Background: an optimization exercise with open tools, aiming at small area and a short achievable clock period. Do not read the settings as production practice. In this exercise RTL edits were held to simulation tests only and were not proved equivalent to the original. Power figures rest on the tool's default switching activity, not on a simulated workload.

`flow/config.mk`:
```
export PLATFORM = sky130hd
export DESIGN_NAME = top
export DESIGN_NICKNAME = top
export VERILOG_FILES = /design/flow/design.v
export SDC_FILE = /design/flow/constraint.sdc
export NUM_CORES = 8
export LEC_CHECK = 0
export CAP_MARGIN = 20
export CORE_MARGIN = 2
export CORE_UTILIZATION = 40
export SLEW_MARGIN = 20
```
`flow/flow/exp.abc`:
```
strash; dch -f; map -D 900; topo; buffer -N 8; upsize -D 900; dnsize -D 900; stime -p
```
`flow/flow/settings.sh`:
```
SETUP_MARGIN=9.75
PORT_BUF=sky130_fd_sc_hd__buf_1
KEEP="roba_exp g_inv g_nand2 g_nor2 g_xor2 g_xnor2 g_a21oi g_o21ai g_o22ai g_nor3 g_nor4 g_and4 g_a31oi g_a41oi"
ABC_PLAN="roba_exp exp.abc g_* gate.abc top amap.abc"
EXTRA_MK='export ADDER_MAP_FILE =
export CTS_BUF_LIST = sky130_fd_sc_hd__clkbuf_8
export CTS_CLUSTER_SIZE = 32
export CTS_CLUSTER_DIAMETER = 60'
```
`flow/standard.sh`:
```
#!/bin/bash
# synth_recipe.tcl (not shown) runs the flow's synth.tcl, then flattens the netlist and writes it again
# the make line also repeats each setting of config.mk as NAME=value (left out here)
make -C /OpenROAD-flow-scripts/flow DESIGN_CONFIG=/design/flow/config.mk WORK_HOME=/design/flow/orfs CLKGATE_MAP_FILE= SYNTH_SCRIPT=/design/flow/synth_recipe.tcl "${@:-finish}"
```
`flow/flow/amap.abc`:
```
strash; dch -f; amap
```
`flow/flow/run.sh`:
```
#!/bin/bash
# Own layout flow: the standard ORFS flow with these changes:
#  - synthesis keeps the modules named in KEEP (flattened again at the end, as the standard flow's script
#    does) so that ABC maps each with a script of its own (ABC_PLAN: module:script pairs);
#  - ports get PORT_BUF buffers;
#  - timing repair aims SETUP_MARGIN ns below the clock period.
# Every tool's output goes to a log file in the work folder (and ORFS's own logs under orfs/logs).
set -euo pipefail
WORK=$(pwd)
FLOWDIR=$WORK/flow
source $FLOWDIR/settings.sh

cp config.mk my_config.mk
cat >> my_config.mk <<EOC
export SETUP_SLACK_MARGIN = ${SETUP_MARGIN}
export TNS_END_PERCENT = 100
export BUFFER_PORTS_ARGS = -buffer_cell ${PORT_BUF}
export SYNTH_KEEP_MODULES = ${KEEP:-}
EOC
[ -n "${EXTRA_MK:-}" ] && printf '%b\n' "$EXTRA_MK" >> my_config.mk

# synthesis script: the standard flow's, with abc run once per module of ABC_PLAN, each with its own script
{
  echo "proc abc {args} {"
  echo "  set i [lsearch -exact \$args -script]"
  echo "  foreach {mod scr} {${ABC_PLAN}} {"
  echo "    set a \$args"
  echo "    lset a [expr {\$i + 1}] $FLOWDIR/\$scr"
  echo "    yosys abc {*}\$a \$mod"
  echo "  }"
  echo "}"
  cat synth_recipe.tcl
} > my_synth.tcl

make -C "$FLOW_HOME" DESIGN_CONFIG=$WORK/my_config.mk WORK_HOME=$WORK/orfs CLKGATE_MAP_FILE= \
  SYNTH_SCRIPT=$WORK/my_synth.tcl finish > $WORK/make_finish.log 2>&1

RES=$WORK/orfs/results/$FLOW_PLATFORM/top/base
: # left out here: write the final layout as DEF
```
`flow/flow/gate.abc`:
```
strash; map -a
```
`flow/flow/fast.abc`:
```
strash; dch -f; map -D 700; topo; buffer -N 6; upsize -D 700; dnsize -D 700; stime -p
```
`flow/constraint.sdc`:
```
create_clock -name core_clock -period 14.0 [get_ports {clk}]
set_input_delay 2.8000 -clock core_clock [delete_from_list [all_inputs] [get_ports {clk}]]
set_output_delay 2.8000 -clock core_clock [all_outputs]
set_load 0.01 [all_outputs]
```
`flow/design.v`:
```
`timescale 1ns / 1ps
module top (
    input             clk,
    input      [15:0] x,
    input      [15:0] y,
    output reg [31:0] Q_p
);
  wire [15:0] ax, ay;
  wire        s;
  roba_in u_in (.x(x), .y(y), .ax(ax), .ay(ay), .s(s));
  reg  [15:0] ax_r, ay_r;
  reg         s_r;
  always @(posedge clk) begin
    ax_r <= ax;
    ay_r <= ay;
    s_r  <= s;
  end
  wire [30:0] p;
  roba_mid u_mid (.ax(ax_r), .ay(ay_r), .s(s_r), .p(p));
  always @(posedge clk)
    Q_p <= {s_r, p};
endmodule
module roba_mid (
    input  [15:0] ax,
    input  [15:0] ay,
    input         s,
    output [30:0] p
);
  wire [3:0]  ex, ey;
  wire [13:0] dx;
  roba_exp rx (.a(ax), .e(ex), .d(dx));
  roba_exp ry (.a(ay), .e(ey), .d());
  wire [30:0] A, B;
  roba_sha sha (.d(ay), .e(ex), .o(A));    
  roba_shb shb (.d(dx), .e(ey), .o(B));    
  roba_add add (.a(A), .b(B), .inv(s), .s(p));
endmodule
module roba_exp (
    input  [15:0] a,
    output [3:0]  e,
    output [13:0] d
);
  wire [15:0] m;
  wire [15:0] ar, orr;    
  genvar j;
  generate
    for (j = 0; j < 16; j = j + 1) begin : g_r
      assign ar[j] = a[15-j];
      assign m[15-j] = (j == 0) ? 1'b0 : orr[j-1];
    end
  endgenerate
  roba_por #(.N(16)) por (.i(ar), .o(orr));
  wire [16:1] ge;
  assign ge[1]  = m[0];
  assign ge[2]  = m[1];
  generate
    for (j = 3; j < 16; j = j + 1) begin : g_ge
      assign ge[j] = m[j-1] | (a[j-1] & a[j-2]);
    end
  endgenerate
  assign ge[16] = 1'b0;
  assign e[3] = ge[8];
  assign e[2] = ge[4] & ~ge[8] | ge[12];
  assign e[1] = ge[2] & ~ge[4] | ge[6] & ~ge[8] | ge[10] & ~ge[12] | ge[14];
  assign e[0] = ge[1] & ~ge[2] | ge[3] & ~ge[4] | ge[5] & ~ge[6] | ge[7] & ~ge[8]
              | ge[9] & ~ge[10] | ge[11] & ~ge[12] | ge[13] & ~ge[14] | ge[15];
  wire [15:3] upt;
  generate
    for (j = 3; j < 16; j = j + 1) begin : g_up
      assign upt[j] = a[j-1] & a[j-2] & ~m[j-1];
    end
  endgenerate
  wire up = |upt;
  generate
    for (j = 0; j < 14; j = j + 1) begin : g_d
      assign d[j] = m[j] ? a[j] : up;
    end
  endgenerate
endmodule
module roba_por #(parameter N = 16, parameter L = 4) (
    input  [N-1:0] i,
    output [N-1:0] o
);
  wire [N-1:0] t [0:L];
  assign t[0] = i;
  genvar l, k;
  generate
    for (l = 0; l < L; l = l + 1) begin : lv
      for (k = 0; k < N; k = k + 1) begin : bt
        if ((k >> l) & 1) begin : op
          assign t[l+1][k] = t[l][k] | t[l][((k >> l) << l) - 1];
        end else begin : pass
          assign t[l+1][k] = t[l][k];
        end
      end
    end
  endgenerate
  assign o = t[L];
endmodule
module roba_in (
    input  [15:0] x,
    input  [15:0] y,
    output [15:0] ax,
    output [15:0] ay,
    output        s
);
  wire ns_1, l_2, l_3, l_4, l_5, l_6, l_7, l_8, l_9, l_10, l_11, l_12, l_13, l_14, l_15, l_16, l_17, t_18, an_19, t_20, an_21, t_22, an_23, t_24, an_25, t_26, an_27, t_28, an_29, t_30, an_31, t_32, an_33, t_34, an_35, t_36, an_37, t_38, an_39, t_40, an_41, t_42, an_43, t_44, an_45, t_46, an_47, z_48, ns_49, l_50, l_51, l_52, l_53, l_54, l_55, l_56, l_57, l_58, l_59, l_60, l_61, l_62, l_63, l_64, l_65, t_66, an_67, t_68, an_69, t_70, an_71, t_72, an_73, t_74, an_75, t_76, an_77, t_78, an_79, t_80, an_81, t_82, an_83, t_84, an_85, t_86, an_87, t_88, an_89, t_90, an_91, t_92, an_93, t_94, an_95, z_96, sx_97;
  g_inv u1 (x[15], ns_1);
  g_inv u2 (x[0], l_2);
  g_nor2 u3 (x[0], x[1], l_3);
  g_nor3 u4 (x[0], x[1], x[2], l_4);
  g_nor4 u5 (x[0], x[1], x[2], x[3], l_5);
  g_inv u6 (x[4], l_6);
  g_nor2 u7 (x[4], x[5], l_7);
  g_nor3 u8 (x[4], x[5], x[6], l_8);
  g_nor4 u9 (x[4], x[5], x[6], x[7], l_9);
  g_inv u10 (x[8], l_10);
  g_nor2 u11 (x[8], x[9], l_11);
  g_nor3 u12 (x[8], x[9], x[10], l_12);
  g_nor4 u13 (x[8], x[9], x[10], x[11], l_13);
  g_inv u14 (x[12], l_14);
  g_nor2 u15 (x[12], x[13], l_15);
  g_nor3 u16 (x[12], x[13], x[14], l_16);
  g_nor4 u17 (x[12], x[13], x[14], x[15], l_17);
  g_nor2 u18 (ns_1, l_2, t_18);
  g_xnor2 u19 (x[1], t_18, an_19);
  g_nor2 u20 (ns_1, l_3, t_20);
  g_xnor2 u21 (x[2], t_20, an_21);
  g_nor2 u22 (ns_1, l_4, t_22);
  g_xnor2 u23 (x[3], t_22, an_23);
  g_nor2 u24 (ns_1, l_5, t_24);
  g_xnor2 u25 (x[4], t_24, an_25);
  g_a21oi u26 (l_6, l_5, ns_1, t_26);
  g_xnor2 u27 (x[5], t_26, an_27);
  g_a21oi u28 (l_7, l_5, ns_1, t_28);
  g_xnor2 u29 (x[6], t_28, an_29);
  g_a21oi u30 (l_8, l_5, ns_1, t_30);
  g_xnor2 u31 (x[7], t_30, an_31);
  g_a21oi u32 (l_9, l_5, ns_1, t_32);
  g_xnor2 u33 (x[8], t_32, an_33);
  g_a31oi u34 (l_10, l_5, l_9, ns_1, t_34);
  g_xnor2 u35 (x[9], t_34, an_35);
  g_a31oi u36 (l_11, l_5, l_9, ns_1, t_36);
  g_xnor2 u37 (x[10], t_36, an_37);
  g_a31oi u38 (l_12, l_5, l_9, ns_1, t_38);
  g_xnor2 u39 (x[11], t_38, an_39);
  g_a31oi u40 (l_13, l_5, l_9, ns_1, t_40);
  g_xnor2 u41 (x[12], t_40, an_41);
  g_a41oi u42 (l_14, l_5, l_9, l_13, ns_1, t_42);
  g_xnor2 u43 (x[13], t_42, an_43);
  g_a41oi u44 (l_15, l_5, l_9, l_13, ns_1, t_44);
  g_xnor2 u45 (x[14], t_44, an_45);
  g_a41oi u46 (l_16, l_5, l_9, l_13, ns_1, t_46);
  g_xnor2 u47 (x[15], t_46, an_47);
  g_and4 u48 (l_5, l_9, l_13, l_17, z_48);
  g_inv u49 (y[15], ns_49);
  g_inv u50 (y[0], l_50);
  g_nor2 u51 (y[0], y[1], l_51);
  g_nor3 u52 (y[0], y[1], y[2], l_52);
  g_nor4 u53 (y[0], y[1], y[2], y[3], l_53);
  g_inv u54 (y[4], l_54);
  g_nor2 u55 (y[4], y[5], l_55);
  g_nor3 u56 (y[4], y[5], y[6], l_56);
  g_nor4 u57 (y[4], y[5], y[6], y[7], l_57);
  g_inv u58 (y[8], l_58);
  g_nor2 u59 (y[8], y[9], l_59);
  g_nor3 u60 (y[8], y[9], y[10], l_60);
  g_nor4 u61 (y[8], y[9], y[10], y[11], l_61);
  g_inv u62 (y[12], l_62);
  g_nor2 u63 (y[12], y[13], l_63);
  g_nor3 u64 (y[12], y[13], y[14], l_64);
  g_nor4 u65 (y[12], y[13], y[14], y[15], l_65);
  g_nor2 u66 (ns_49, l_50, t_66);
  g_xnor2 u67 (y[1], t_66, an_67);
  g_nor2 u68 (ns_49, l_51, t_68);
  g_xnor2 u69 (y[2], t_68, an_69);
  g_nor2 u70 (ns_49, l_52, t_70);
  g_xnor2 u71 (y[3], t_70, an_71);
  g_nor2 u72 (ns_49, l_53, t_72);
  g_xnor2 u73 (y[4], t_72, an_73);
  g_a21oi u74 (l_54, l_53, ns_49, t_74);
  g_xnor2 u75 (y[5], t_74, an_75);
  g_a21oi u76 (l_55, l_53, ns_49, t_76);
  g_xnor2 u77 (y[6], t_76, an_77);
  g_a21oi u78 (l_56, l_53, ns_49, t_78);
  g_xnor2 u79 (y[7], t_78, an_79);
  g_a21oi u80 (l_57, l_53, ns_49, t_80);
  g_xnor2 u81 (y[8], t_80, an_81);
  g_a31oi u82 (l_58, l_53, l_57, ns_49, t_82);
  g_xnor2 u83 (y[9], t_82, an_83);
  g_a31oi u84 (l_59, l_53, l_57, ns_49, t_84);
  g_xnor2 u85 (y[10], t_84, an_85);
  g_a31oi u86 (l_60, l_53, l_57, ns_49, t_86);
  g_xnor2 u87 (y[11], t_86, an_87);
  g_a31oi u88 (l_61, l_53, l_57, ns_49, t_88);
  g_xnor2 u89 (y[12], t_88, an_89);
  g_a41oi u90 (l_62, l_53, l_57, l_61, ns_49, t_90);
  g_xnor2 u91 (y[13], t_90, an_91);
  g_a41oi u92 (l_63, l_53, l_57, l_61, ns_49, t_92);
  g_xnor2 u93 (y[14], t_92, an_93);
  g_a41oi u94 (l_64, l_53, l_57, l_61, ns_49, t_94);
  g_xnor2 u95 (y[15], t_94, an_95);
  g_and4 u96 (l_53, l_57, l_61, l_65, z_96);
  g_xnor2 u97 (x[15], y[15], sx_97);
  g_nor2 gx0 (l_2, z_96, ax[0]);
  g_nor2 gy0 (l_50, z_48, ay[0]);
  g_nor2 gx1 (an_19, z_96, ax[1]);
  g_nor2 gy1 (an_67, z_48, ay[1]);
  g_nor2 gx2 (an_21, z_96, ax[2]);
  g_nor2 gy2 (an_69, z_48, ay[2]);
  g_nor2 gx3 (an_23, z_96, ax[3]);
  g_nor2 gy3 (an_71, z_48, ay[3]);
  g_nor2 gx4 (an_25, z_96, ax[4]);
  g_nor2 gy4 (an_73, z_48, ay[4]);
  g_nor2 gx5 (an_27, z_96, ax[5]);
  g_nor2 gy5 (an_75, z_48, ay[5]);
  g_nor2 gx6 (an_29, z_96, ax[6]);
  g_nor2 gy6 (an_77, z_48, ay[6]);
  g_nor2 gx7 (an_31, z_96, ax[7]);
  g_nor2 gy7 (an_79, z_48, ay[7]);
  g_nor2 gx8 (an_33, z_96, ax[8]);
  g_nor2 gy8 (an_81, z_48, ay[8]);
  g_nor2 gx9 (an_35, z_96, ax[9]);
  g_nor2 gy9 (an_83, z_48, ay[9]);
  g_nor2 gx10 (an_37, z_96, ax[10]);
  g_nor2 gy10 (an_85, z_48, ay[10]);
  g_nor2 gx11 (an_39, z_96, ax[11]);
  g_nor2 gy11 (an_87, z_48, ay[11]);
  g_nor2 gx12 (an_41, z_96, ax[12]);
  g_nor2 gy12 (an_89, z_48, ay[12]);
  g_nor2 gx13 (an_43, z_96, ax[13]);
  g_nor2 gy13 (an_91, z_48, ay[13]);
  g_nor2 gx14 (an_45, z_96, ax[14]);
  g_nor2 gy14 (an_93, z_48, ay[14]);
  g_nor2 gx15 (an_47, z_96, ax[15]);
  g_nor2 gy15 (an_95, z_48, ay[15]);
  g_nor3 gs (sx_97, z_48, z_96, s);
endmodule
module roba_sha (
    input  [15:0] d,
    input  [3:0]  e,
    output [30:0] o
);
  wire en_1, en_2, en_3, en_4, sh_5, sh_6, sh_7, sh_8, sh_9, sh_10, sh_11, sh_12, sh_13, sh_14, sh_15, sh_16, sh_17, sh_18, sh_19, sh_20, sh_21, sh_22, sh_23, sh_24, sh_25, sh_26, sh_27, sh_28, sh_29, sh_30, sh_31, sh_32, sh_33, sh_34, sh_35, sh_36, sh_37, sh_38, sh_39, sh_40, sh_41, sh_42, sh_43, sh_44, sh_45, sh_46, sh_47, sh_48, sh_49, sh_50, sh_51, sh_52, sh_53, sh_54, sh_55, sh_56, sh_57, sh_58, sh_59, sh_60, sh_61, sh_62, sh_63, sh_64, sh_65, sh_66, sh_67, sh_68, sh_69, sh_70, sh_71, sh_72, sh_73, sh_74, sh_75, sh_76, sh_77, sh_78, sh_79, sh_80, sh_81, sh_82, sh_83, sh_84, sh_85, sh_86, sh_87, sh_88, sh_89, sh_90, sh_91, sh_92, sh_93, sh_94, sh_95, sh_96, sh_97, sh_98, sh_99, sh_100, sh_101, sh_102, sh_103, sh_104, sh_105, sh_106, sh_107, sh_108, sh_109, sh_110, sh_111, sh_112, sh_113, sh_114, sh_115, sh_116, sh_117;
  g_inv u1 (e[3], en_1);
  g_inv u2 (e[2], en_2);
  g_inv u3 (e[1], en_3);
  g_inv u4 (e[0], en_4);
  g_nand2 u5 (en_1, d[0], sh_5);
  g_nand2 u6 (en_1, d[1], sh_6);
  g_nand2 u7 (en_1, d[2], sh_7);
  g_nand2 u8 (en_1, d[3], sh_8);
  g_nand2 u9 (en_1, d[4], sh_9);
  g_nand2 u10 (en_1, d[5], sh_10);
  g_nand2 u11 (en_1, d[6], sh_11);
  g_nand2 u12 (en_1, d[7], sh_12);
  g_o22ai u13 (d[0], en_1, d[8], e[3], sh_13);
  g_o22ai u14 (d[1], en_1, d[9], e[3], sh_14);
  g_o22ai u15 (d[2], en_1, d[10], e[3], sh_15);
  g_o22ai u16 (d[3], en_1, d[11], e[3], sh_16);
  g_o22ai u17 (d[4], en_1, d[12], e[3], sh_17);
  g_o22ai u18 (d[5], en_1, d[13], e[3], sh_18);
  g_o22ai u19 (d[6], en_1, d[14], e[3], sh_19);
  g_o22ai u20 (d[7], en_1, d[15], e[3], sh_20);
  g_nand2 u21 (e[3], d[8], sh_21);
  g_nand2 u22 (e[3], d[9], sh_22);
  g_nand2 u23 (e[3], d[10], sh_23);
  g_nand2 u24 (e[3], d[11], sh_24);
  g_nand2 u25 (e[3], d[12], sh_25);
  g_nand2 u26 (e[3], d[13], sh_26);
  g_nand2 u27 (e[3], d[14], sh_27);
  g_nand2 u28 (e[3], d[15], sh_28);
  g_nor2 u29 (e[2], sh_5, sh_29);
  g_nor2 u30 (e[2], sh_6, sh_30);
  g_nor2 u31 (e[2], sh_7, sh_31);
  g_nor2 u32 (e[2], sh_8, sh_32);
  g_o22ai u33 (sh_5, en_2, sh_9, e[2], sh_33);
  g_o22ai u34 (sh_6, en_2, sh_10, e[2], sh_34);
  g_o22ai u35 (sh_7, en_2, sh_11, e[2], sh_35);
  g_o22ai u36 (sh_8, en_2, sh_12, e[2], sh_36);
  g_o22ai u37 (sh_9, en_2, sh_13, e[2], sh_37);
  g_o22ai u38 (sh_10, en_2, sh_14, e[2], sh_38);
  g_o22ai u39 (sh_11, en_2, sh_15, e[2], sh_39);
  g_o22ai u40 (sh_12, en_2, sh_16, e[2], sh_40);
  g_o22ai u41 (sh_13, en_2, sh_17, e[2], sh_41);
  g_o22ai u42 (sh_14, en_2, sh_18, e[2], sh_42);
  g_o22ai u43 (sh_15, en_2, sh_19, e[2], sh_43);
  g_o22ai u44 (sh_16, en_2, sh_20, e[2], sh_44);
  g_o22ai u45 (sh_17, en_2, sh_21, e[2], sh_45);
  g_o22ai u46 (sh_18, en_2, sh_22, e[2], sh_46);
  g_o22ai u47 (sh_19, en_2, sh_23, e[2], sh_47);
  g_o22ai u48 (sh_20, en_2, sh_24, e[2], sh_48);
  g_o22ai u49 (sh_21, en_2, sh_25, e[2], sh_49);
  g_o22ai u50 (sh_22, en_2, sh_26, e[2], sh_50);
  g_o22ai u51 (sh_23, en_2, sh_27, e[2], sh_51);
  g_o22ai u52 (sh_24, en_2, sh_28, e[2], sh_52);
  g_nor2 u53 (en_2, sh_25, sh_53);
  g_nor2 u54 (en_2, sh_26, sh_54);
  g_nor2 u55 (en_2, sh_27, sh_55);
  g_nor2 u56 (en_2, sh_28, sh_56);
  g_nand2 u57 (en_3, sh_29, sh_57);
  g_nand2 u58 (en_3, sh_30, sh_58);
  g_o22ai u59 (sh_29, en_3, sh_31, e[1], sh_59);
  g_o22ai u60 (sh_30, en_3, sh_32, e[1], sh_60);
  g_o22ai u61 (sh_31, en_3, sh_33, e[1], sh_61);
  g_o22ai u62 (sh_32, en_3, sh_34, e[1], sh_62);
  g_o22ai u63 (sh_33, en_3, sh_35, e[1], sh_63);
  g_o22ai u64 (sh_34, en_3, sh_36, e[1], sh_64);
  g_o22ai u65 (sh_35, en_3, sh_37, e[1], sh_65);
  g_o22ai u66 (sh_36, en_3, sh_38, e[1], sh_66);
  g_o22ai u67 (sh_37, en_3, sh_39, e[1], sh_67);
  g_o22ai u68 (sh_38, en_3, sh_40, e[1], sh_68);
  g_o22ai u69 (sh_39, en_3, sh_41, e[1], sh_69);
  g_o22ai u70 (sh_40, en_3, sh_42, e[1], sh_70);
  g_o22ai u71 (sh_41, en_3, sh_43, e[1], sh_71);
  g_o22ai u72 (sh_42, en_3, sh_44, e[1], sh_72);
  g_o22ai u73 (sh_43, en_3, sh_45, e[1], sh_73);
  g_o22ai u74 (sh_44, en_3, sh_46, e[1], sh_74);
  g_o22ai u75 (sh_45, en_3, sh_47, e[1], sh_75);
  g_o22ai u76 (sh_46, en_3, sh_48, e[1], sh_76);
  g_o22ai u77 (sh_47, en_3, sh_49, e[1], sh_77);
  g_o22ai u78 (sh_48, en_3, sh_50, e[1], sh_78);
  g_o22ai u79 (sh_49, en_3, sh_51, e[1], sh_79);
  g_o22ai u80 (sh_50, en_3, sh_52, e[1], sh_80);
  g_o22ai u81 (sh_51, en_3, sh_53, e[1], sh_81);
  g_o22ai u82 (sh_52, en_3, sh_54, e[1], sh_82);
  g_o22ai u83 (sh_53, en_3, sh_55, e[1], sh_83);
  g_o22ai u84 (sh_54, en_3, sh_56, e[1], sh_84);
  g_nand2 u85 (e[1], sh_55, sh_85);
  g_nand2 u86 (e[1], sh_56, sh_86);
  g_nor2 u87 (e[0], sh_57, sh_87);
  g_o22ai u88 (sh_57, en_4, sh_58, e[0], sh_88);
  g_o22ai u89 (sh_58, en_4, sh_59, e[0], sh_89);
  g_o22ai u90 (sh_59, en_4, sh_60, e[0], sh_90);
  g_o22ai u91 (sh_60, en_4, sh_61, e[0], sh_91);
  g_o22ai u92 (sh_61, en_4, sh_62, e[0], sh_92);
  g_o22ai u93 (sh_62, en_4, sh_63, e[0], sh_93);
  g_o22ai u94 (sh_63, en_4, sh_64, e[0], sh_94);
  g_o22ai u95 (sh_64, en_4, sh_65, e[0], sh_95);
  g_o22ai u96 (sh_65, en_4, sh_66, e[0], sh_96);
  g_o22ai u97 (sh_66, en_4, sh_67, e[0], sh_97);
  g_o22ai u98 (sh_67, en_4, sh_68, e[0], sh_98);
  g_o22ai u99 (sh_68, en_4, sh_69, e[0], sh_99);
  g_o22ai u100 (sh_69, en_4, sh_70, e[0], sh_100);
  g_o22ai u101 (sh_70, en_4, sh_71, e[0], sh_101);
  g_o22ai u102 (sh_71, en_4, sh_72, e[0], sh_102);
  g_o22ai u103 (sh_72, en_4, sh_73, e[0], sh_103);
  g_o22ai u104 (sh_73, en_4, sh_74, e[0], sh_104);
  g_o22ai u105 (sh_74, en_4, sh_75, e[0], sh_105);
  g_o22ai u106 (sh_75, en_4, sh_76, e[0], sh_106);
  g_o22ai u107 (sh_76, en_4, sh_77, e[0], sh_107);
  g_o22ai u108 (sh_77, en_4, sh_78, e[0], sh_108);
  g_o22ai u109 (sh_78, en_4, sh_79, e[0], sh_109);
  g_o22ai u110 (sh_79, en_4, sh_80, e[0], sh_110);
  g_o22ai u111 (sh_80, en_4, sh_81, e[0], sh_111);
  g_o22ai u112 (sh_81, en_4, sh_82, e[0], sh_112);
  g_o22ai u113 (sh_82, en_4, sh_83, e[0], sh_113);
  g_o22ai u114 (sh_83, en_4, sh_84, e[0], sh_114);
  g_o22ai u115 (sh_84, en_4, sh_85, e[0], sh_115);
  g_o22ai u116 (sh_85, en_4, sh_86, e[0], sh_116);
  g_nor2 u117 (en_4, sh_86, sh_117);
  assign o[0] = sh_87;
  assign o[1] = sh_88;
  assign o[2] = sh_89;
  assign o[3] = sh_90;
  assign o[4] = sh_91;
  assign o[5] = sh_92;
  assign o[6] = sh_93;
  assign o[7] = sh_94;
  assign o[8] = sh_95;
  assign o[9] = sh_96;
  assign o[10] = sh_97;
  assign o[11] = sh_98;
  assign o[12] = sh_99;
  assign o[13] = sh_100;
  assign o[14] = sh_101;
  assign o[15] = sh_102;
  assign o[16] = sh_103;
  assign o[17] = sh_104;
  assign o[18] = sh_105;
  assign o[19] = sh_106;
  assign o[20] = sh_107;
  assign o[21] = sh_108;
  assign o[22] = sh_109;
  assign o[23] = sh_110;
  assign o[24] = sh_111;
  assign o[25] = sh_112;
  assign o[26] = sh_113;
  assign o[27] = sh_114;
  assign o[28] = sh_115;
  assign o[29] = sh_116;
  assign o[30] = sh_117;
endmodule
module roba_shb (
    input  [13:0] d,
    input  [3:0]  e,
    output [30:0] o
);
  wire en_1, en_2, en_3, en_4, sn_5, sh_6, sh_7, sh_8, sh_9, sh_10, sh_11, sh_12, sh_13, sh_14, sh_15, sh_16, sh_17, sh_18, sh_19, sh_20, sh_21, sh_22, sh_23, sh_24, sh_25, sh_26, sh_27, sh_28, sh_29, sh_30, sh_31, sh_32, sh_33, sh_34, sh_35, sh_36, sh_37, sh_38, sh_39, sh_40, sh_41, sh_42, sh_43, sh_44, sh_45, sh_46, sh_47, sh_48, sh_49, sh_50, sh_51, sh_52, sh_53, sh_54, sh_55, sh_56, sh_57, sh_58, sh_59, sh_60, sh_61, sh_62, sh_63, sh_64, sh_65, sh_66, sh_67, sh_68, sh_69, sh_70, sh_71, sh_72, sh_73, sh_74, sh_75, sh_76, sh_77, sh_78, sh_79, sh_80, sh_81, sh_82, sh_83;
  g_inv u1 (e[0], en_1);
  g_inv u2 (e[1], en_2);
  g_inv u3 (e[2], en_3);
  g_inv u4 (e[3], en_4);
  g_inv u5 (d[13], sn_5);
  g_nand2 u6 (en_1, d[0], sh_6);
  g_o22ai u7 (d[0], en_1, d[1], e[0], sh_7);
  g_o22ai u8 (d[1], en_1, d[2], e[0], sh_8);
  g_o22ai u9 (d[2], en_1, d[3], e[0], sh_9);
  g_o22ai u10 (d[3], en_1, d[4], e[0], sh_10);
  g_o22ai u11 (d[4], en_1, d[5], e[0], sh_11);
  g_o22ai u12 (d[5], en_1, d[6], e[0], sh_12);
  g_o22ai u13 (d[6], en_1, d[7], e[0], sh_13);
  g_o22ai u14 (d[7], en_1, d[8], e[0], sh_14);
  g_o22ai u15 (d[8], en_1, d[9], e[0], sh_15);
  g_o22ai u16 (d[9], en_1, d[10], e[0], sh_16);
  g_o22ai u17 (d[10], en_1, d[11], e[0], sh_17);
  g_o22ai u18 (d[11], en_1, d[12], e[0], sh_18);
  g_o22ai u19 (d[12], en_1, d[13], e[0], sh_19);
  g_nor2 u20 (e[1], sh_6, sh_20);
  g_nor2 u21 (e[1], sh_7, sh_21);
  g_o22ai u22 (sh_6, en_2, sh_8, e[1], sh_22);
  g_o22ai u23 (sh_7, en_2, sh_9, e[1], sh_23);
  g_o22ai u24 (sh_8, en_2, sh_10, e[1], sh_24);
  g_o22ai u25 (sh_9, en_2, sh_11, e[1], sh_25);
  g_o22ai u26 (sh_10, en_2, sh_12, e[1], sh_26);
  g_o22ai u27 (sh_11, en_2, sh_13, e[1], sh_27);
  g_o22ai u28 (sh_12, en_2, sh_14, e[1], sh_28);
  g_o22ai u29 (sh_13, en_2, sh_15, e[1], sh_29);
  g_o22ai u30 (sh_14, en_2, sh_16, e[1], sh_30);
  g_o22ai u31 (sh_15, en_2, sh_17, e[1], sh_31);
  g_o22ai u32 (sh_16, en_2, sh_18, e[1], sh_32);
  g_o22ai u33 (sh_17, en_2, sh_19, e[1], sh_33);
  g_o22ai u34 (sh_18, en_2, sn_5, e[1], sh_34);
  g_o22ai u35 (sh_19, en_2, sn_5, e[1], sh_35);
  g_nand2 u36 (en_3, sh_20, sh_36);
  g_nand2 u37 (en_3, sh_21, sh_37);
  g_nand2 u38 (en_3, sh_22, sh_38);
  g_nand2 u39 (en_3, sh_23, sh_39);
  g_o22ai u40 (sh_20, en_3, sh_24, e[2], sh_40);
  g_o22ai u41 (sh_21, en_3, sh_25, e[2], sh_41);
  g_o22ai u42 (sh_22, en_3, sh_26, e[2], sh_42);
  g_o22ai u43 (sh_23, en_3, sh_27, e[2], sh_43);
  g_o22ai u44 (sh_24, en_3, sh_28, e[2], sh_44);
  g_o22ai u45 (sh_25, en_3, sh_29, e[2], sh_45);
  g_o22ai u46 (sh_26, en_3, sh_30, e[2], sh_46);
  g_o22ai u47 (sh_27, en_3, sh_31, e[2], sh_47);
  g_o22ai u48 (sh_28, en_3, sh_32, e[2], sh_48);
  g_o22ai u49 (sh_29, en_3, sh_33, e[2], sh_49);
  g_o22ai u50 (sh_30, en_3, sh_34, e[2], sh_50);
  g_o22ai u51 (sh_31, en_3, sh_35, e[2], sh_51);
  g_o22ai u52 (sh_32, en_3, d[13], e[2], sh_52);
  g_o22ai u53 (sh_33, en_3, d[13], e[2], sh_53);
  g_o22ai u54 (sh_34, en_3, d[13], e[2], sh_54);
  g_o22ai u55 (sh_35, en_3, d[13], e[2], sh_55);
  g_nor2 u56 (e[3], sh_36, sh_56);
  g_nor2 u57 (e[3], sh_37, sh_57);
  g_nor2 u58 (e[3], sh_38, sh_58);
  g_nor2 u59 (e[3], sh_39, sh_59);
  g_nor2 u60 (e[3], sh_40, sh_60);
  g_nor2 u61 (e[3], sh_41, sh_61);
  g_nor2 u62 (e[3], sh_42, sh_62);
  g_nor2 u63 (e[3], sh_43, sh_63);
  g_o22ai u64 (sh_36, en_4, sh_44, e[3], sh_64);
  g_o22ai u65 (sh_37, en_4, sh_45, e[3], sh_65);
  g_o22ai u66 (sh_38, en_4, sh_46, e[3], sh_66);
  g_o22ai u67 (sh_39, en_4, sh_47, e[3], sh_67);
  g_o22ai u68 (sh_40, en_4, sh_48, e[3], sh_68);
  g_o22ai u69 (sh_41, en_4, sh_49, e[3], sh_69);
  g_o22ai u70 (sh_42, en_4, sh_50, e[3], sh_70);
  g_o22ai u71 (sh_43, en_4, sh_51, e[3], sh_71);
  g_o22ai u72 (sh_44, en_4, sh_52, e[3], sh_72);
  g_o22ai u73 (sh_45, en_4, sh_53, e[3], sh_73);
  g_o22ai u74 (sh_46, en_4, sh_54, e[3], sh_74);
  g_o22ai u75 (sh_47, en_4, sh_55, e[3], sh_75);
  g_o22ai u76 (sh_48, en_4, sn_5, e[3], sh_76);
  g_o22ai u77 (sh_49, en_4, sn_5, e[3], sh_77);
  g_o22ai u78 (sh_50, en_4, sn_5, e[3], sh_78);
  g_o22ai u79 (sh_51, en_4, sn_5, e[3], sh_79);
  g_o22ai u80 (sh_52, en_4, sn_5, e[3], sh_80);
  g_o22ai u81 (sh_53, en_4, sn_5, e[3], sh_81);
  g_o22ai u82 (sh_54, en_4, sn_5, e[3], sh_82);
  g_o22ai u83 (sh_55, en_4, sn_5, e[3], sh_83);
  assign o[0] = sh_56;
  assign o[1] = sh_57;
  assign o[2] = sh_58;
  assign o[3] = sh_59;
  assign o[4] = sh_60;
  assign o[5] = sh_61;
  assign o[6] = sh_62;
  assign o[7] = sh_63;
  assign o[8] = sh_64;
  assign o[9] = sh_65;
  assign o[10] = sh_66;
  assign o[11] = sh_67;
  assign o[12] = sh_68;
  assign o[13] = sh_69;
  assign o[14] = sh_70;
  assign o[15] = sh_71;
  assign o[16] = sh_72;
  assign o[17] = sh_73;
  assign o[18] = sh_74;
  assign o[19] = sh_75;
  assign o[20] = sh_76;
  assign o[21] = sh_77;
  assign o[22] = sh_78;
  assign o[23] = sh_79;
  assign o[24] = sh_80;
  assign o[25] = sh_81;
  assign o[26] = sh_82;
  assign o[27] = sh_83;
  assign o[28] = d[13];
  assign o[29] = d[13];
  assign o[30] = d[13];
endmodule
module roba_add (
    input  [30:0] a,
    input  [30:0] b,
    input         inv,
    output [30:0] s
);
  wire g_1, h_2, g_3, h_4, g_5, h_6, g_7, h_8, g_9, h_10, g_11, h_12, g_13, h_14, g_15, h_16, g_17, h_18, g_19, h_20, g_21, h_22, g_23, h_24, g_25, h_26, g_27, h_28, g_29, h_30, g_31, h_32, g_33, h_34, g_35, h_36, g_37, h_38, g_39, h_40, g_41, h_42, g_43, h_44, g_45, h_46, g_47, h_48, g_49, h_50, g_51, h_52, g_53, h_54, g_55, h_56, g_57, h_58, g_59, h_60, g_61, h_62, G_63, G_64, P_65, G_66, P_67, G_68, P_69, G_70, P_71, G_72, P_73, G_74, P_75, G_76, P_77, G_78, P_79, G_80, P_81, G_82, P_83, G_84, P_85, G_86, P_87, G_88, P_89, G_90, P_91, i_92, G_93, G_94, i_95, G_96, i_97, P_98, G_99, P_100, i_101, G_102, i_103, P_104, G_105, P_106, i_107, G_108, i_109, P_110, G_111, P_112, i_113, G_114, i_115, P_116, G_117, P_118, i_119, G_120, i_121, P_122, G_123, P_124, i_125, G_126, i_127, P_128, G_129, P_130, i_131, G_132, i_133, P_134, G_135, i_136, G_137, G_138, G_139, G_140, P_141, i_142, G_143, i_144, P_145, G_146, P_147, G_148, P_149, G_150, P_151, i_152, G_153, i_154, P_155, G_156, P_157, G_158, P_159, G_160, P_161, i_162, G_163, i_164, P_165, G_166, P_167, i_168, G_169, G_170, G_171, G_172, G_173, G_174, G_175, G_176, i_177, G_178, i_179, P_180, G_181, P_182, G_183, P_184, G_185, P_186, G_187, P_188, G_189, P_190, G_191, P_192, G_193, i_194, G_195, G_196, G_197, G_198, G_199, G_200, G_201, G_202, G_203, G_204, G_205, G_206, G_207, G_208, hs_209, hs_210, o_211, hs_212, o_213, hs_214, o_215, hs_216, o_217, hs_218, o_219, hs_220, o_221, hs_222, o_223, hs_224, o_225, hs_226, o_227, hs_228, o_229, hs_230, o_231, hs_232, o_233, hs_234, o_235, hs_236, o_237, hs_238, o_239, hs_240, o_241, hs_242, o_243, hs_244, o_245, hs_246, o_247, hs_248, o_249, hs_250, o_251, hs_252, o_253, hs_254, o_255, hs_256, o_257, hs_258, o_259, hs_260, o_261, hs_262, o_263, hs_264, o_265, hs_266, o_267, hs_268, o_269;
  g_nand2 u1 (a[0], b[0], g_1);
  g_xnor2 u2 (a[0], b[0], h_2);
  g_nand2 u3 (a[1], b[1], g_3);
  g_xnor2 u4 (a[1], b[1], h_4);
  g_nand2 u5 (a[2], b[2], g_5);
  g_xnor2 u6 (a[2], b[2], h_6);
  g_nand2 u7 (a[3], b[3], g_7);
  g_xnor2 u8 (a[3], b[3], h_8);
  g_nand2 u9 (a[4], b[4], g_9);
  g_xnor2 u10 (a[4], b[4], h_10);
  g_nand2 u11 (a[5], b[5], g_11);
  g_xnor2 u12 (a[5], b[5], h_12);
  g_nand2 u13 (a[6], b[6], g_13);
  g_xnor2 u14 (a[6], b[6], h_14);
  g_nand2 u15 (a[7], b[7], g_15);
  g_xnor2 u16 (a[7], b[7], h_16);
  g_nand2 u17 (a[8], b[8], g_17);
  g_xnor2 u18 (a[8], b[8], h_18);
  g_nand2 u19 (a[9], b[9], g_19);
  g_xnor2 u20 (a[9], b[9], h_20);
  g_nand2 u21 (a[10], b[10], g_21);
  g_xnor2 u22 (a[10], b[10], h_22);
  g_nand2 u23 (a[11], b[11], g_23);
  g_xnor2 u24 (a[11], b[11], h_24);
  g_nand2 u25 (a[12], b[12], g_25);
  g_xnor2 u26 (a[12], b[12], h_26);
  g_nand2 u27 (a[13], b[13], g_27);
  g_xnor2 u28 (a[13], b[13], h_28);
  g_nand2 u29 (a[14], b[14], g_29);
  g_xnor2 u30 (a[14], b[14], h_30);
  g_nand2 u31 (a[15], b[15], g_31);
  g_xnor2 u32 (a[15], b[15], h_32);
  g_nand2 u33 (a[16], b[16], g_33);
  g_xnor2 u34 (a[16], b[16], h_34);
  g_nand2 u35 (a[17], b[17], g_35);
  g_xnor2 u36 (a[17], b[17], h_36);
  g_nand2 u37 (a[18], b[18], g_37);
  g_xnor2 u38 (a[18], b[18], h_38);
  g_nand2 u39 (a[19], b[19], g_39);
  g_xnor2 u40 (a[19], b[19], h_40);
  g_nand2 u41 (a[20], b[20], g_41);
  g_xnor2 u42 (a[20], b[20], h_42);
  g_nand2 u43 (a[21], b[21], g_43);
  g_xnor2 u44 (a[21], b[21], h_44);
  g_nand2 u45 (a[22], b[22], g_45);
  g_xnor2 u46 (a[22], b[22], h_46);
  g_nand2 u47 (a[23], b[23], g_47);
  g_xnor2 u48 (a[23], b[23], h_48);
  g_nand2 u49 (a[24], b[24], g_49);
  g_xnor2 u50 (a[24], b[24], h_50);
  g_nand2 u51 (a[25], b[25], g_51);
  g_xnor2 u52 (a[25], b[25], h_52);
  g_nand2 u53 (a[26], b[26], g_53);
  g_xnor2 u54 (a[26], b[26], h_54);
  g_nand2 u55 (a[27], b[27], g_55);
  g_xnor2 u56 (a[27], b[27], h_56);
  g_nand2 u57 (a[28], b[28], g_57);
  g_xnor2 u58 (a[28], b[28], h_58);
  g_nand2 u59 (a[29], b[29], g_59);
  g_xnor2 u60 (a[29], b[29], h_60);
  g_nand2 u61 (a[30], b[30], g_61);
  g_xnor2 u62 (a[30], b[30], h_62);
  g_o21ai u63 (h_4, g_1, g_3, G_63);
  g_o21ai u64 (h_8, g_5, g_7, G_64);
  g_nor2 u65 (h_8, h_6, P_65);
  g_o21ai u66 (h_12, g_9, g_11, G_66);
  g_nor2 u67 (h_12, h_10, P_67);
  g_o21ai u68 (h_16, g_13, g_15, G_68);
  g_nor2 u69 (h_16, h_14, P_69);
  g_o21ai u70 (h_20, g_17, g_19, G_70);
  g_nor2 u71 (h_20, h_18, P_71);
  g_o21ai u72 (h_24, g_21, g_23, G_72);
  g_nor2 u73 (h_24, h_22, P_73);
  g_o21ai u74 (h_28, g_25, g_27, G_74);
  g_nor2 u75 (h_28, h_26, P_75);
  g_o21ai u76 (h_32, g_29, g_31, G_76);
  g_nor2 u77 (h_32, h_30, P_77);
  g_o21ai u78 (h_36, g_33, g_35, G_78);
  g_nor2 u79 (h_36, h_34, P_79);
  g_o21ai u80 (h_40, g_37, g_39, G_80);
  g_nor2 u81 (h_40, h_38, P_81);
  g_o21ai u82 (h_44, g_41, g_43, G_82);
  g_nor2 u83 (h_44, h_42, P_83);
  g_o21ai u84 (h_48, g_45, g_47, G_84);
  g_nor2 u85 (h_48, h_46, P_85);
  g_o21ai u86 (h_52, g_49, g_51, G_86);
  g_nor2 u87 (h_52, h_50, P_87);
  g_o21ai u88 (h_56, g_53, g_55, G_88);
  g_nor2 u89 (h_56, h_54, P_89);
  g_o21ai u90 (h_60, g_57, g_59, G_90);
  g_nor2 u91 (h_60, h_58, P_91);
  g_inv u92 (G_63, i_92);
  g_o21ai u93 (h_6, i_92, g_5, G_93);
  g_a21oi u94 (P_65, G_63, G_64, G_94);
  g_inv u95 (G_66, i_95);
  g_o21ai u96 (h_14, i_95, g_13, G_96);
  g_inv u97 (P_67, i_97);
  g_nor2 u98 (h_14, i_97, P_98);
  g_a21oi u99 (P_69, G_66, G_68, G_99);
  g_nand2 u100 (P_69, P_67, P_100);
  g_inv u101 (G_70, i_101);
  g_o21ai u102 (h_22, i_101, g_21, G_102);
  g_inv u103 (P_71, i_103);
  g_nor2 u104 (h_22, i_103, P_104);
  g_a21oi u105 (P_73, G_70, G_72, G_105);
  g_nand2 u106 (P_73, P_71, P_106);
  g_inv u107 (G_74, i_107);
  g_o21ai u108 (h_30, i_107, g_29, G_108);
  g_inv u109 (P_75, i_109);
  g_nor2 u110 (h_30, i_109, P_110);
  g_a21oi u111 (P_77, G_74, G_76, G_111);
  g_nand2 u112 (P_77, P_75, P_112);
  g_inv u113 (G_78, i_113);
  g_o21ai u114 (h_38, i_113, g_37, G_114);
  g_inv u115 (P_79, i_115);
  g_nor2 u116 (h_38, i_115, P_116);
  g_a21oi u117 (P_81, G_78, G_80, G_117);
  g_nand2 u118 (P_81, P_79, P_118);
  g_inv u119 (G_82, i_119);
  g_o21ai u120 (h_46, i_119, g_45, G_120);
  g_inv u121 (P_83, i_121);
  g_nor2 u122 (h_46, i_121, P_122);
  g_a21oi u123 (P_85, G_82, G_84, G_123);
  g_nand2 u124 (P_85, P_83, P_124);
  g_inv u125 (G_86, i_125);
  g_o21ai u126 (h_54, i_125, g_53, G_126);
  g_inv u127 (P_87, i_127);
  g_nor2 u128 (h_54, i_127, P_128);
  g_a21oi u129 (P_89, G_86, G_88, G_129);
  g_nand2 u130 (P_89, P_87, P_130);
  g_inv u131 (G_90, i_131);
  g_o21ai u132 (h_62, i_131, g_61, G_132);
  g_inv u133 (P_91, i_133);
  g_nor2 u134 (h_62, i_133, P_134);
  g_o21ai u135 (h_10, G_94, g_9, G_135);
  g_inv u136 (G_94, i_136);
  g_a21oi u137 (P_67, i_136, G_66, G_137);
  g_a21oi u138 (P_98, i_136, G_96, G_138);
  g_o21ai u139 (P_100, G_94, G_99, G_139);
  g_o21ai u140 (h_26, G_105, g_25, G_140);
  g_nor2 u141 (h_26, P_106, P_141);
  g_inv u142 (G_105, i_142);
  g_a21oi u143 (P_75, i_142, G_74, G_143);
  g_inv u144 (P_106, i_144);
  g_nand2 u145 (P_75, i_144, P_145);
  g_a21oi u146 (P_110, i_142, G_108, G_146);
  g_nand2 u147 (P_110, i_144, P_147);
  g_o21ai u148 (P_112, G_105, G_111, G_148);
  g_nor2 u149 (P_112, P_106, P_149);
  g_o21ai u150 (h_42, G_117, g_41, G_150);
  g_nor2 u151 (h_42, P_118, P_151);
  g_inv u152 (G_117, i_152);
  g_a21oi u153 (P_83, i_152, G_82, G_153);
  g_inv u154 (P_118, i_154);
  g_nand2 u155 (P_83, i_154, P_155);
  g_a21oi u156 (P_122, i_152, G_120, G_156);
  g_nand2 u157 (P_122, i_154, P_157);
  g_o21ai u158 (P_124, G_117, G_123, G_158);
  g_nor2 u159 (P_124, P_118, P_159);
  g_o21ai u160 (h_58, G_129, g_57, G_160);
  g_nor2 u161 (h_58, P_130, P_161);
  g_inv u162 (G_129, i_162);
  g_a21oi u163 (P_91, i_162, G_90, G_163);
  g_inv u164 (P_130, i_164);
  g_nand2 u165 (P_91, i_164, P_165);
  g_a21oi u166 (P_134, i_162, G_132, G_166);
  g_nand2 u167 (P_134, i_164, P_167);
  g_inv u168 (G_139, i_168);
  g_o21ai u169 (h_18, i_168, g_17, G_169);
  g_a21oi u170 (P_71, G_139, G_70, G_170);
  g_a21oi u171 (P_104, G_139, G_102, G_171);
  g_o21ai u172 (P_106, i_168, G_105, G_172);
  g_a21oi u173 (P_141, G_139, G_140, G_173);
  g_o21ai u174 (P_145, i_168, G_143, G_174);
  g_o21ai u175 (P_147, i_168, G_146, G_175);
  g_a21oi u176 (P_149, G_139, G_148, G_176);
  g_inv u177 (G_158, i_177);
  g_o21ai u178 (h_50, i_177, g_49, G_178);
  g_inv u179 (P_159, i_179);
  g_nor2 u180 (h_50, i_179, P_180);
  g_a21oi u181 (P_87, G_158, G_86, G_181);
  g_nand2 u182 (P_87, P_159, P_182);
  g_a21oi u183 (P_128, G_158, G_126, G_183);
  g_nand2 u184 (P_128, P_159, P_184);
  g_o21ai u185 (P_130, i_177, G_129, G_185);
  g_nor2 u186 (P_130, i_179, P_186);
  g_a21oi u187 (P_161, G_158, G_160, G_187);
  g_nand2 u188 (P_161, P_159, P_188);
  g_o21ai u189 (P_165, i_177, G_163, G_189);
  g_nor2 u190 (P_165, i_179, P_190);
  g_o21ai u191 (P_167, i_177, G_166, G_191);
  g_nor2 u192 (P_167, i_179, P_192);
  g_o21ai u193 (h_34, G_176, g_33, G_193);
  g_inv u194 (G_176, i_194);
  g_a21oi u195 (P_79, i_194, G_78, G_195);
  g_a21oi u196 (P_116, i_194, G_114, G_196);
  g_o21ai u197 (P_118, G_176, G_117, G_197);
  g_a21oi u198 (P_151, i_194, G_150, G_198);
  g_o21ai u199 (P_155, G_176, G_153, G_199);
  g_o21ai u200 (P_157, G_176, G_156, G_200);
  g_a21oi u201 (P_159, i_194, G_158, G_201);
  g_a21oi u202 (P_180, i_194, G_178, G_202);
  g_o21ai u203 (P_182, G_176, G_181, G_203);
  g_o21ai u204 (P_184, G_176, G_183, G_204);
  g_a21oi u205 (P_186, i_194, G_185, G_205);
  g_o21ai u206 (P_188, G_176, G_187, G_206);
  g_a21oi u207 (P_190, i_194, G_189, G_207);
  g_a21oi u208 (P_192, i_194, G_191, G_208);
  g_xnor2 u209 (h_2, inv, hs_209);
  g_xnor2 u210 (h_4, inv, hs_210);
  g_xnor2 u211 (hs_210, g_1, o_211);
  g_xnor2 u212 (h_6, inv, hs_212);
  g_xor2 u213 (hs_212, G_63, o_213);
  g_xnor2 u214 (h_8, inv, hs_214);
  g_xor2 u215 (hs_214, G_93, o_215);
  g_xnor2 u216 (h_10, inv, hs_216);
  g_xnor2 u217 (hs_216, G_94, o_217);
  g_xnor2 u218 (h_12, inv, hs_218);
  g_xor2 u219 (hs_218, G_135, o_219);
  g_xnor2 u220 (h_14, inv, hs_220);
  g_xnor2 u221 (hs_220, G_137, o_221);
  g_xnor2 u222 (h_16, inv, hs_222);
  g_xnor2 u223 (hs_222, G_138, o_223);
  g_xnor2 u224 (h_18, inv, hs_224);
  g_xor2 u225 (hs_224, G_139, o_225);
  g_xnor2 u226 (h_20, inv, hs_226);
  g_xor2 u227 (hs_226, G_169, o_227);
  g_xnor2 u228 (h_22, inv, hs_228);
  g_xnor2 u229 (hs_228, G_170, o_229);
  g_xnor2 u230 (h_24, inv, hs_230);
  g_xnor2 u231 (hs_230, G_171, o_231);
  g_xnor2 u232 (h_26, inv, hs_232);
  g_xor2 u233 (hs_232, G_172, o_233);
  g_xnor2 u234 (h_28, inv, hs_234);
  g_xnor2 u235 (hs_234, G_173, o_235);
  g_xnor2 u236 (h_30, inv, hs_236);
  g_xor2 u237 (hs_236, G_174, o_237);
  g_xnor2 u238 (h_32, inv, hs_238);
  g_xor2 u239 (hs_238, G_175, o_239);
  g_xnor2 u240 (h_34, inv, hs_240);
  g_xnor2 u241 (hs_240, G_176, o_241);
  g_xnor2 u242 (h_36, inv, hs_242);
  g_xor2 u243 (hs_242, G_193, o_243);
  g_xnor2 u244 (h_38, inv, hs_244);
  g_xnor2 u245 (hs_244, G_195, o_245);
  g_xnor2 u246 (h_40, inv, hs_246);
  g_xnor2 u247 (hs_246, G_196, o_247);
  g_xnor2 u248 (h_42, inv, hs_248);
  g_xor2 u249 (hs_248, G_197, o_249);
  g_xnor2 u250 (h_44, inv, hs_250);
  g_xnor2 u251 (hs_250, G_198, o_251);
  g_xnor2 u252 (h_46, inv, hs_252);
  g_xor2 u253 (hs_252, G_199, o_253);
  g_xnor2 u254 (h_48, inv, hs_254);
  g_xor2 u255 (hs_254, G_200, o_255);
  g_xnor2 u256 (h_50, inv, hs_256);
  g_xnor2 u257 (hs_256, G_201, o_257);
  g_xnor2 u258 (h_52, inv, hs_258);
  g_xnor2 u259 (hs_258, G_202, o_259);
  g_xnor2 u260 (h_54, inv, hs_260);
  g_xor2 u261 (hs_260, G_203, o_261);
  g_xnor2 u262 (h_56, inv, hs_262);
  g_xor2 u263 (hs_262, G_204, o_263);
  g_xnor2 u264 (h_58, inv, hs_264);
  g_xnor2 u265 (hs_264, G_205, o_265);
  g_xnor2 u266 (h_60, inv, hs_266);
  g_xor2 u267 (hs_266, G_206, o_267);
  g_xnor2 u268 (h_62, inv, hs_268);
  g_xnor2 u269 (hs_268, G_207, o_269);
  assign s[0] = hs_209;
  assign s[1] = o_211;
  assign s[2] = o_213;
  assign s[3] = o_215;
  assign s[4] = o_217;
  assign s[5] = o_219;
  assign s[6] = o_221;
  assign s[7] = o_223;
  assign s[8] = o_225;
  assign s[9] = o_227;
  assign s[10] = o_229;
  assign s[11] = o_231;
  assign s[12] = o_233;
  assign s[13] = o_235;
  assign s[14] = o_237;
  assign s[15] = o_239;
  assign s[16] = o_241;
  assign s[17] = o_243;
  assign s[18] = o_245;
  assign s[19] = o_247;
  assign s[20] = o_249;
  assign s[21] = o_251;
  assign s[22] = o_253;
  assign s[23] = o_255;
  assign s[24] = o_257;
  assign s[25] = o_259;
  assign s[26] = o_261;
  assign s[27] = o_263;
  assign s[28] = o_265;
  assign s[29] = o_267;
  assign s[30] = o_269;
endmodule
module g_inv   (input a, output y);                   assign y = ~a;                      endmodule
module g_nand2 (input a, input b, output y);          assign y = ~(a & b);                endmodule
module g_nor2  (input a, input b, output y);          assign y = ~(a | b);                endmodule
module g_xor2  (input a, input b, output y);          assign y = a ^ b;                   endmodule
module g_xnor2 (input a, input b, output y);          assign y = ~(a ^ b);                endmodule
module g_a21oi (input a1, input a2, input b1, output y); assign y = ~((a1 & a2) | b1);    endmodule
module g_o21ai (input a1, input a2, input b1, output y); assign y = ~((a1 | a2) & b1);    endmodule
module g_o22ai (input a1, input a2, input b1, input b2, output y); assign y = ~((a1 | a2) & (b1 | b2)); endmodule
module g_nor3  (input a, input b, input c, output y); assign y = ~(a | b | c);          endmodule
module g_nor4  (input a, input b, input c, input d, output y); assign y = ~(a | b | c | d); endmodule
module g_and4  (input a, input b, input c, input d, output y); assign y = a & b & c & d;  endmodule
module g_a31oi (input a1, input a2, input a3, input b1, output y); assign y = ~((a1 & a2 & a3) | b1); endmodule
module g_a41oi (input a1, input a2, input a3, input a4, input b1, output y); assign y = ~((a1 & a2 & a3 & a4) | b1); endmodule
```
==> results of run 1 <==
==> where the power goes <==
part           total, mW  internal [mW]  leakage [nW]  switching [mW]
registers          0.266          0.236         0.549          0.0300
logic              0.510          0.213          1.72           0.297
clock network      0.140         0.0661        0.0905          0.0735
==> routing by layer <==
| layer | wire length (µm) | vias up | global-route usage |
|---|---|---|---|
| li1 | - | 3135 | - |
| met1 | 7320 | 2713 | 0.278 |
| met2 | 6950 | 214 | 0.319 |
| met3 | 923 | 37 | 0.0379 |
| met4 | 459 | 0 | 0.0819 |
| met5 | 0 | - | 0 |
==> state kept, by name (all words and copies together) (netlist names) <==
name	cells
Q_p	32
ax_r	16
ay_r	16
s_r	1
==> cell type report <==
type / count / area, µm² / share of cell area
Timing Repair inverter: 2 / 13.8 / 0.00193
Clock inverter: 5 / 25.0 / 0.00352
Multi-Input combinational cell: 666 / 4590 / 0.645
Timing Repair Buffer: 92 / 479 / 0.0673
Inverter: 80 / 342 / 0.0480
Sequential cell: 65 / 1310 / 0.184
Tap cell: 180 / 225 / 0.0316
Clock buffer: 10 / 138 / 0.0193
==> worst min-delay path by stage <==
stage	endpoint	slack (ns)	cells past startpoint	start
after detailed placement	Q_p[1]	0.80	6	ay_r[0]
after global routing	Q_p[31]	0.91	0	s_r
after global placement	Q_p[1]	0.81	6	ay_r[0]
after floorplan	Q_p[1]	0.72	6	ay_r[0]
after CTS	Q_p[1]	0.81	6	ay_r[0]
final	Q_p[1]	0.82	6	ay_r[0]
==> cell usage in the layout (no fill, tap or decap), types with 9 or more instances in the layout <==
| cell | instances |
|---|---|
| clkbuf_8 | 10 |
| xnor2_2 | 14 |
| clkinv_1 | 36 |
| xnor2_1 | 94 |
| buf_1 | 64 |
| nor2_2 | 16 |
| nor2_1 | 103 |
| nand2_1 | 82 |
| a31oi_1 | 9 |
| o22ai_2 | 36 |
| inv_1 | 30 |
| a41oi_1 | 16 |
| nor3_1 | 11 |
| o21ai_0 | 46 |
| xor2_1 | 15 |
| a21oi_1 | 48 |
| o22ai_1 | 110 |
| buf_4 | 25 |
| dfxtp_1 | 60 |
==> worst register-to-register path, cell delays in order, from the launching register on <==
cell and delay (ns):
dfxtp_1 0.36, inv_2 0.08, nand2_2 0.07, nor3_4 0.14, nand2_4 0.10, nor3_4 0.12, inv_1 0.06, a21oi_2 0.20
nand2_1 0.07, nand4_1 0.09, buf_4 0.22, inv_4 0.12, o22ai_1 0.30, o22ai_1 0.16, o22ai_1 0.29, o22ai_2 0.15
xnor2_2 0.25, o21ai_1 0.14, a21oi_1 0.13, o21ai_0 0.10, a21oi_2 0.12, buf_4 0.16, clkinv_2 0.13, a21oi_1 0.19
xnor2_1 0.09
==> what timing repair did <==
item                       4_1_cts  5_1_grt
buffers inserted                 6       20
cloned                           2        3
setup endpoints to repair       27       55
pin swaps                        3       11
resized for setup               17      100
==> impl_metrics.env, run 1 <==
export IMPL_outcome="finished clean"
export IMPL_worstSetupStartpoint="y[1]"
export IMPL_drc=0
export IMPL_syn_nets=844
export IMPL_diodes=0
export IMPL_die_w_um=122
export IMPL_hold_buffers=0
export IMPL_crit_chain="buf_1 > nor4_4 > nand3_1 > nor2_4 > nor2_1"
export IMPL_critPathSlowestCell="nor4_4"
export IMPL_placed_cell_area_mm2=0.00614
export IMPL_via_count=6099
export IMPL_rsz0062_at_grt="true"
export IMPL_num_rows=43
export IMPL_ant_nets=0
export IMPL_fin_cells=1100
export IMPL_first_global_vias=5169
export IMPL_period_needed_ns=4.04
export IMPL_finalPower_uw=916
export IMPL_drt_total_wl_mm=15.7
export IMPL_start_kind="input port"
export IMPL_setup_worst_path_end="ax_r[10]"
export IMPL_clock_path_buffers=2
export IMPL_drtPass1Iterations=6
export IMPL_r2r_end="Q_p[18]"
export IMPL_setup_slack_ns=9.96
export IMPL_fillers=1387
export IMPL_hold_violations=0
export IMPL_clock_skew_ns=0.0226
export IMPL_hold_slack_ns=0.822
export IMPL_synth_avg_cell_area_um2=6.86
export IMPL_start_util=0.406
export IMPL_relSlewSlack=0.340
export IMPL_final_area_mm2=0.00712
export IMPL_slew_violations=0
export IMPL_pre_cts_slack_ns=8.81
export IMPL_wire_per_inst_um=14.2
export IMPL_syn_area_mm2=0.00556
export IMPL_vdd_drop_max_mv=0.0556
export IMPL_track_usage=0.204
export IMPL_antenna_found_initial=0
export IMPL_path_clk_slew_ns=0.07
export IMPL_p_leak_nw=2.36
export IMPL_worst_slew_pin_transition_ns=0.990
export IMPL_crit_family="simple AND/OR/NAND/NOR gates"
export IMPL_cts_tree="built"
export IMPL_post_route_util=0.519
export IMPL_first_iter_violations=432
export IMPL_die_area_mm2=0.0149
export IMPL_r2r_worst_path_cells=24
export IMPL_max_freq_mhz=248
export IMPL_crit_path_end_kind="register"
export IMPL_clock_latency_ns=0.37
export IMPL_grt_pass1_wl_mm=24.7
export IMPL_finalCritPeriodShare=0.288
export IMPL_path_buf_inv=1
export IMPL_ys_warnings_count=2
export IMPL_cts_root_buf="clkbuf_8"
export IMPL_hp_class="reg -> reg"
export IMPL_port_buffers=64
export IMPL_die_h_um=122
export IMPL_critPathRequiredTime_ns=14.23
export IMPL_boundaryPins=65
export IMPL_r2r_setup_slack_ns=10.04
export IMPL_grt_max_degree=33
export IMPL_critical_path_depth=5
export IMPL_cp_max_fo=17
export IMPL_crit_path_max_incr_delay_ns=0.65
export IMPL_via_per_inst=5.54
export IMPL_netlist_instances=811
export IMPL_final_nets=949
export IMPL_setup_tns_ns=0
export IMPL_setup_viol=0
export IMPL_dp_hpwl_mm=11.2
export IMPL_arrival_ns=4.27
export IMPL_grt_overflow_total=0
export IMPL_coreArea_mm2=0.0137
export IMPL_cts_sinks=65
export IMPL_reg2reg_from="ay_r[10]"
export IMPL_syn_to_final_growth_pct=27.9
export IMPL_power_density_mw_per_mm2=129
export IMPL_h_tree_depth=3
export IMPL_gp_congestion=0.894
export IMPL_crit_type="in -> reg"
export IMPL_place_inst=1054
export IMPL_drive_gt1_frac=0.195
export IMPL_max_cap_violations=0
export IMPL_cts_buffers=9
==> inputs of run 2 (changes only) <==
--- a/flow/flow/settings.sh
+++ b/flow/flow/settings.sh
@@ -1,4 +1,4 @@
-SETUP_MARGIN=9.75
+SETUP_MARGIN=9.25
 PORT_BUF=sky130_fd_sc_hd__buf_1
 KEEP="roba_exp g_inv g_nand2 g_nor2 g_xor2 g_xnor2 g_a21oi g_o21ai g_o22ai g_nor3 g_nor4 g_and4 g_a31oi g_a41oi"
 ABC_PLAN="roba_exp exp.abc g_* gate.abc top amap.abc"
==> run 2 against run 1 <==
Against the previous run: routed wire length is 5.4% lower; worst setup slack got worse by 0.46 ns; cell area down 8.7%; highest routed layer unchanged; fmax shrank 10%; sequential share of layout area increased by 1.7 points; clock power grew 16%; register-to-register slack worse by 0.54 ns; hold slack lost 0.029 ns; largest power group unchanged; final cell count shrank 1.5%; clock skew down 0.0073 ns.
==> impl_metrics.env, run 2 <==
export IMPL_outcome="finished clean"
export IMPL_synth_avg_cell_area_um2=6.86
export IMPL_h_tree_depth=3
export IMPL_drtPass1Iterations=5
export IMPL_via_count=5906
export IMPL_clock_skew_ns=0.0154
export IMPL_cts_root_buf="clkbuf_8"
export IMPL_finalCritPeriodShare=0.321
export IMPL_worst_slew_pin_transition_ns=1.01
export IMPL_port_buffers=64
export IMPL_relSlewSlack=0.327
export IMPL_critPathSlowestCell="dfxtp_1"
export IMPL_via_per_inst=5.45
export IMPL_pre_cts_slack_ns=8.26
export IMPL_syn_to_final_growth_pct=16.8
export IMPL_crit_type="reg -> reg"
export IMPL_drt_total_wl_mm=14.8
export IMPL_die_w_um=122
export IMPL_slew_violations=0
export IMPL_vdd_drop_max_mv=0.0635
export IMPL_first_global_vias=5073
export IMPL_boundaryPins=65
export IMPL_cp_common_cell="a21oi_1"
export IMPL_fin_cells=1084
export IMPL_rsz0062_at_grt="false"
export IMPL_r2r_worst_path_cells=23
export IMPL_regMostFlops="Q_p"
export IMPL_wire_per_inst_um=13.7
export IMPL_crit_path_max_incr_delay_ns=0.37
export IMPL_setup_slack_ns=9.50
export IMPL_clock_path_buffers=2
export IMPL_coreArea_mm2=0.0137
export IMPL_cts_buffers=9
export IMPL_p_leak_nw=2.16
export IMPL_hold_buffers=0
export IMPL_place_inst=1058
export IMPL_track_usage=0.201
export IMPL_gp_congestion=0.902
export IMPL_clock_latency_ns=0.38
export IMPL_setup_viol=0
export IMPL_grt_pass1_wl_mm=24.2
export IMPL_netlist_instances=811
export IMPL_start_kind="register"
export IMPL_crit_path_end_kind="register"
export IMPL_syn_nets=844
export IMPL_arrival_ns=4.79
export IMPL_drc=0
export IMPL_period_needed_ns=4.50
export IMPL_ys_warnings_count=2
export IMPL_cts_tree="built"
export IMPL_die_area_mm2=0.0149
export IMPL_setup_tns_ns=0
export IMPL_reg2reg_from="ay_r[13]"
export IMPL_syn_area_mm2=0.00556
export IMPL_cts_sinks=65
export IMPL_hold_depth=6
export IMPL_max_freq_mhz=222
export IMPL_grt_max_degree=33
export IMPL_path_clk_slew_ns=0.06
export IMPL_num_rows=43
export IMPL_cp_max_fo=32
export IMPL_final_nets=933
export IMPL_start_util=0.406
export IMPL_hold_violations=0
export IMPL_crit_chain="nor2_2 > nand2_2 > inv_4 > nand2_4 > inv_1 > nand2_4 > a21oi_1 > a211oi_1 > nand4_1 > clkinvlp_4 > buf_4 > o22ai_1 > nor2_1 > o22ai_1 > nor2_1 > xnor2_1 > o21ai_0 > a21oi_1 > o21ai_2 > a21oi_2 > clkinv_1 > a21oi_1 > xnor2_1"
export IMPL_hold_end="Q_p[1]"
export IMPL_first_iter_violations=466
export IMPL_post_route_util=0.474
export IMPL_power_density_mw_per_mm2=137
export IMPL_reg_top3="Q_p x32, ax_r x16, ay_r x16"
export IMPL_max_cap_violations=0
export IMPL_min_delay_start="ay_r[0]"
export IMPL_diodes=0
export IMPL_layout_common_cells="o22ai_1, nor2_1, xnor2_1, nand2_1"
export IMPL_r2r_setup_slack_ns=9.50
export IMPL_grt_overflow_total=0
export IMPL_r2r_end="Q_p[18]"
export IMPL_hp_class="reg -> reg"
export IMPL_critPathRequiredTime_ns=14.29
export IMPL_antenna_found_initial=0
export IMPL_dp_hpwl_mm=11.3
export IMPL_mostFrequentLayoutCell="o22ai_1"
export IMPL_drive_gt1_frac=0.0896
export IMPL_largest_reg_flops=32
export IMPL_die_h_um=122
export IMPL_ant_nets=0
[run 2: cell type report]
class,instances,area (µm²)
clock buffers,11,151
clock inverters,4,43.8
fillers,1460,7220
inverters,80,327
multi-input cells,665,4100
flip-flops and latches,65,1300
well taps,180,225
repair buffers,79,353
[run 2: timing repair]
| item | CTS | global route |
|---|---|---|
| gates cloned | 1 | 1 |
| pin swaps | 4 | 2 |
| endpoints found under the setup margin | 22 | 22 |
| gates resized for setup | 7 | 18 |
| setup buffers | 4 | 5 |
[run 2: routing by layer]
layer / track usage / share of wire
met1: 0.278 / 0.48
met2: 0.311 / 0.43
met3: 0.0290 / 0.053
met4: 0.0876 / 0.034
met5: 0 / 0
[run 2: through the flow]
stage	cell area (µm²)	power [mW]	hold WS [ns]
6_report	6500	0.889	0.793
5_1_grt	6500	0.963	0.894
4_1_cts	6380	0.888	0.797
3_5_place_dp	6120	0.717	0.781
3_3_place_gp	6120	0.714	0.801
2_1_floorplan	5630	0.611	0.718
[run 2: worst max-delay path by stage]
stage	from	end	slack (ns)	depth (start not counted)
6_report	ay_r[13]	Q_p[18]	9.50	23
3_5_place_dp	ax_r[15]	Q_p[30]	8.26	20
5_1_grt	ay_r[13]	Q_p[21]	9.24	23
2_1_floorplan	ax_r[13]	Q_p[24]	9.26	19
3_3_place_gp	ax_r[15]	Q_p[28]	8.29	18
4_1_cts	ax_r[15]	Q_p[19]	9.29	20
[run 2: worst max-delay path, delay by kind of cell (launching register included)]
family	cells	cell delay, ns
AO/OA/AOI/OAI	9	1.76
XOR/XNOR	2	0.43
AND/OR/NAND/NOR	7	0.96
flip-flops	1	0.37
buffers and inverters	5	0.87
[run 2: report_power, final]
part           leakage, nW  internal (mW)  switching, mW
sequential           0.549          0.236         0.0298
clock                0.106         0.0896         0.0723
combinational         1.51          0.187          0.274

[separate check: timing with driven ports]
No port has a modelled driver above. Below, the same layouts with a new extraction and two added sets of constraints. Step 1, drivers: a clkbuf_16 drives clk and a buf_2 each remaining input, both assumed. Step 2 also shifts input and output timing later by t, the mid clock arrival at the registers, as if the neighbouring blocks saw the same clock. Slacks: ideal / step 1 / step 2; pairs: ideal / step 1.
| run | t (ns) | slack for setup (ns) | hold WS [ns] | latest minus earliest clock arrival (ns) |
|---|---|---|---|---|
| run 1 | 0.399 | 9.964 / 9.980 / 9.581 | 0.822 / 0.822 / 0.822 | 0.023 / 0.022 |
| run 2 | 0.404 | 9.500 / 9.500 / 9.170 | 0.793 / 0.793 / 0.793 | 0.016 / 0.016 |
After both steps setup and hold are still met in every run listed. For run 1, which loses most, drivers alone change the setup slack by +0.016 ns; drivers and shift together by -0.383 ns.
